This is an optimization exercise on Yosys and OpenROAD, whose aim is small area and a short achievable clock period, not a production implementation. In this exercise RTL edits were held to simulation tests only and were not proved equivalent to the original. No activity file was given, so power comes from the tool's default toggle rates.

==> branch harbor: inputs <==
## new_alu
module new_alu(i_op, i_arg_A, i_arg_B, i_clk, i_reset, o_result, o_status, o_op_rdy, o_alu_error);
	input  logic [3:0] i_op;
	input  logic [7:0] i_arg_A;
	input  logic [7:0] i_arg_B;
	input  logic       i_clk;
	input  logic       i_reset;
	output logic [7:0] o_result;
	output logic [3:0] o_status;
	output logic       o_op_rdy;
	output logic       o_alu_error;
	logic [7:0] res;
	logic [3:0] st;
	alu_core core(.i_op(i_op), .i_arg_A(i_arg_A), .i_arg_B(i_arg_B), .res(res), .st(st));
	always_ff @(posedge i_clk) begin
		if (!i_reset) begin
			o_result <= 8'd0;
			o_status <= 4'd0;
		end else begin
			o_result <= res;
			o_status <= st;
		end
	end
	assign o_alu_error = o_status[0];
	assign o_op_rdy = ~o_status[0];
endmodule
Settings: LEC_CHECK=0, ABC_AREA=1, CAP_MARGIN=20, CORE_MARGIN=2, CORE_UTILIZATION=70, SLEW_MARGIN=20; clock period 18.0 ns.
standard.sh (not shown) runs the stock make flow with config.mk's settings and CLKGATE_MAP_FILE= SYNTH_SCRIPT=/design/flow/synth_recipe.tcl, a recipe that flattens the netlist after the stock synthesis.
==> flow/flow/run.sh <==
#!/bin/bash
# The standard layout (standard.sh), with these changes:
# - Yosys's full/half-adder cell extraction off (ADDER_MAP_FILE empty), so that
#   ABC maps the adders' logic together with the rest;
# - the port buffers are sky130_fd_sc_hd__buf_2 cells;
# - repair_timing aims at 9 ns of setup slack (SETUP_SLACK_MARGIN).
set -euo pipefail
bash standard.sh ADDER_MAP_FILE= "BUFFER_PORTS_ARGS=-buffer_cell sky130_fd_sc_hd__buf_2" SETUP_SLACK_MARGIN=9 finish > standard.log 2>&1
==> branch juniper (differences from branch harbor) <==
==> flow/flow/run.sh (replaced) <==
#!/bin/bash
# The standard layout (standard.sh), with these changes:
# - Yosys's full/half-adder cell extraction off (ADDER_MAP_FILE empty), so that
#   ABC maps the adders' logic together with the rest;
# - the port buffers are sky130_fd_sc_hd__buf_2 cells;
# - repair_timing aims at 0 ns of setup slack (SETUP_SLACK_MARGIN).
set -euo pipefail
bash standard.sh ADDER_MAP_FILE= "BUFFER_PORTS_ARGS=-buffer_cell sky130_fd_sc_hd__buf_2" SETUP_SLACK_MARGIN=0 finish > standard.log 2>&1
==> notes <==
Branch harbor passed the timing, DRC and antenna checks. Branch juniper produced a clean layout. Against branch harbor, the combinational power of branch juniper is smaller by 15%. In synthesized area, branch harbor and branch juniper do not differ. Between branch harbor and branch juniper, the lower non-clock buffer count is in branch juniper (gap 35). Fmax is about the same in branch juniper and branch harbor. In count of clock-buffer cells in the layout, branch harbor and branch juniper do not differ. Between branch juniper and branch harbor, the lower clock power is in branch juniper (gap about 3%, measured against branch harbor). First-iteration DRC count: branch juniper is smaller than branch harbor (39%). Die area is the same in branch harbor and branch juniper. Of branch juniper and branch harbor, branch harbor has the higher cell count (gap 3.7%, measured against branch harbor). In branch juniper the setup slack is higher than in branch harbor, by 4.3 ps.
==> figures <==
                                                                                branch harbor            branch juniper
Power density relative to cell area                                               48.1 nW/um2               48.1 nW/um2
Pin slew with the least headroom to its limit                                          724 ps                    739 ps
Run status                                                   no timing/DRC/antenna violations  no timing/DRC/antenna violations
Clk cell area share                                                                    0.827%                    0.937%
Share of cells above drive strength 1                                                   23.3%                     14.0%
Switching part of the total                                                             56.9%                     55.6%
Clock slew seen by the registers of the worst setup and hold paths                      60 ps                     50 ps
Shortest clock period the worst path allows after layout                              9110 ps                   9100 ps
Wirelength, routed                                                                    16.6 mm                   13.9 mm
Power drawn by the clock network                                                      25.4 uW                   24.6 uW
Total area of multi-input combinational cells                                        3700 um2                  3410 um2
Flop pwr share                                                                          12.6%                     14.3%
Critical Path Max Stage Delay                                                          300 ps                    390 ps
Final instance area                                                                  4990 um2                  4410 um2
Post-route clock period utilization                                                     50.6%                     50.6%
Cell with the largest stage delay on the worst path                 sky130_fd_sc_hd__clkbuf_4  sky130_fd_sc_hd__nand2_1
Violation count after the first detailed-routing iteration                               1041                       636
Routed length on met2                                                                 7.17 mm                   6.19 mm
Total combinational power                                                              184 uW                    157 uW
Setup WS post-layout                                                                  8890 ps                   8900 ps
Top achievable clock speed                                                          0.110 GHz                 0.110 GHz
Area Growth Syn to Fin                                                                  20.2%                     6.08%

==> inputs of job 6475 <==
Another version of the RTL of new_alu (not shown whole).
export LEC_CHECK = 0
export ABC_AREA = 1
export CAP_MARGIN = 20
export CORE_MARGIN = 2
export CORE_UTILIZATION = 70
export PLACE_DENSITY = 0.85
export SLEW_MARGIN = 20
create_clock -name core_clock -period 18.0 [get_ports {i_clk}]
==> flow/flow/run.sh <==
#!/bin/bash
# The standard layout (standard.sh), with two changes:
# - Yosys's full/half-adder cell extraction is off (ADDER_MAP_FILE empty), so
#   that ABC maps the adders' logic together with the rest of the logic;
# - the port buffers are sky130_fd_sc_hd__buf_2 cells (BUFFER_PORTS_ARGS).
set -euo pipefail
bash standard.sh ADDER_MAP_FILE= "BUFFER_PORTS_ARGS=-buffer_cell sky130_fd_sc_hd__buf_2" finish > standard.log 2>&1
==> inputs of job 1827, as changes to job 6475 <==
--- a/flow/config.mk
+++ b/flow/config.mk
@@ -8,6 +8,6 @@
 export ABC_AREA = 1
 export CAP_MARGIN = 20
 export CORE_MARGIN = 2
-export CORE_UTILIZATION = 70
+export CORE_UTILIZATION = 60
 export PLACE_DENSITY = 0.85
 export SLEW_MARGIN = 20
==> inputs of job 8890, as changes to job 6475 <==
--- a/flow/config.mk
+++ b/flow/config.mk
@@ -9,5 +9,6 @@
 export CAP_MARGIN = 20
 export CORE_MARGIN = 2
 export CORE_UTILIZATION = 70
+export CTS_BUF_LIST = sky130_fd_sc_hd__clkbuf_4
 export PLACE_DENSITY = 0.85
 export SLEW_MARGIN = 20
==> inputs of job 3409, as changes to job 6475 <==
--- a/flow/config.mk
+++ b/flow/config.mk
@@ -9,5 +9,6 @@
 export CAP_MARGIN = 20
 export CORE_MARGIN = 2
 export CORE_UTILIZATION = 70
+export CTS_BUF_LIST = sky130_fd_sc_hd__clkbuf_2
 export PLACE_DENSITY = 0.85
 export SLEW_MARGIN = 20
==> comparison <==
In clock-buffer cell count, job 8890 and job 6475 do not differ.
First-iteration DRC count: job 1827 > job 8890 > job 3409 > job 6475.
In die area, job 3409 and job 6475 do not differ.
The highest power belongs to job 6475, the lowest to job 3409.
Wire length, lowest first: job 3409, job 8890, job 6475, job 1827.
The lowest via count belongs to job 1827, the highest to job 3409.
Job 3409 finished clean. Job 8890 finished clean. Job 1827 finished with timing, DRC and antenna clean. Job 6475 produced a clean layout.
Global-route usage, highest first: job 8890, job 6475, job 3409, job 1827.

## separate check: timing with driven ports
In the flow no input, the clock included, has a driving cell. The finished layouts below were timed again as built, in two steps. Step 1 assumes that a clkbuf_16 drives the clock port and a buf_2 every other input. Step 2 also shifts input and output timing later by t, the mid clock arrival at the registers, as if the neighbouring blocks saw the same clock. a / b / c = no drivers / after step 1 / after step 2; a / b = the first two.
run | shift t [ns] | setup WS [ns] | worst setup path at the end
branch harbor | 0.266 | 8.894 / 8.893 / 8.627 | input to register
branch juniper | 0.260 | 8.899 / 8.898 / 8.638 | input to register
job 6475 | 0.253 | 10.175 / 10.173 / 9.920 | input to register
job 1827 | 0.252 | 9.912 / 9.896 / 9.644 | input to register
job 8890 | 0.280 | 10.250 / 10.245 / 9.965 | input to register
job 3409 | 0.268 | 10.228 / 10.223 / 9.955 | input to register
After both steps setup and hold are still met in every run listed. For job 8890, which loses most, drivers alone change the setup slack by -0.005 ns; drivers and shift together by -0.285 ns.
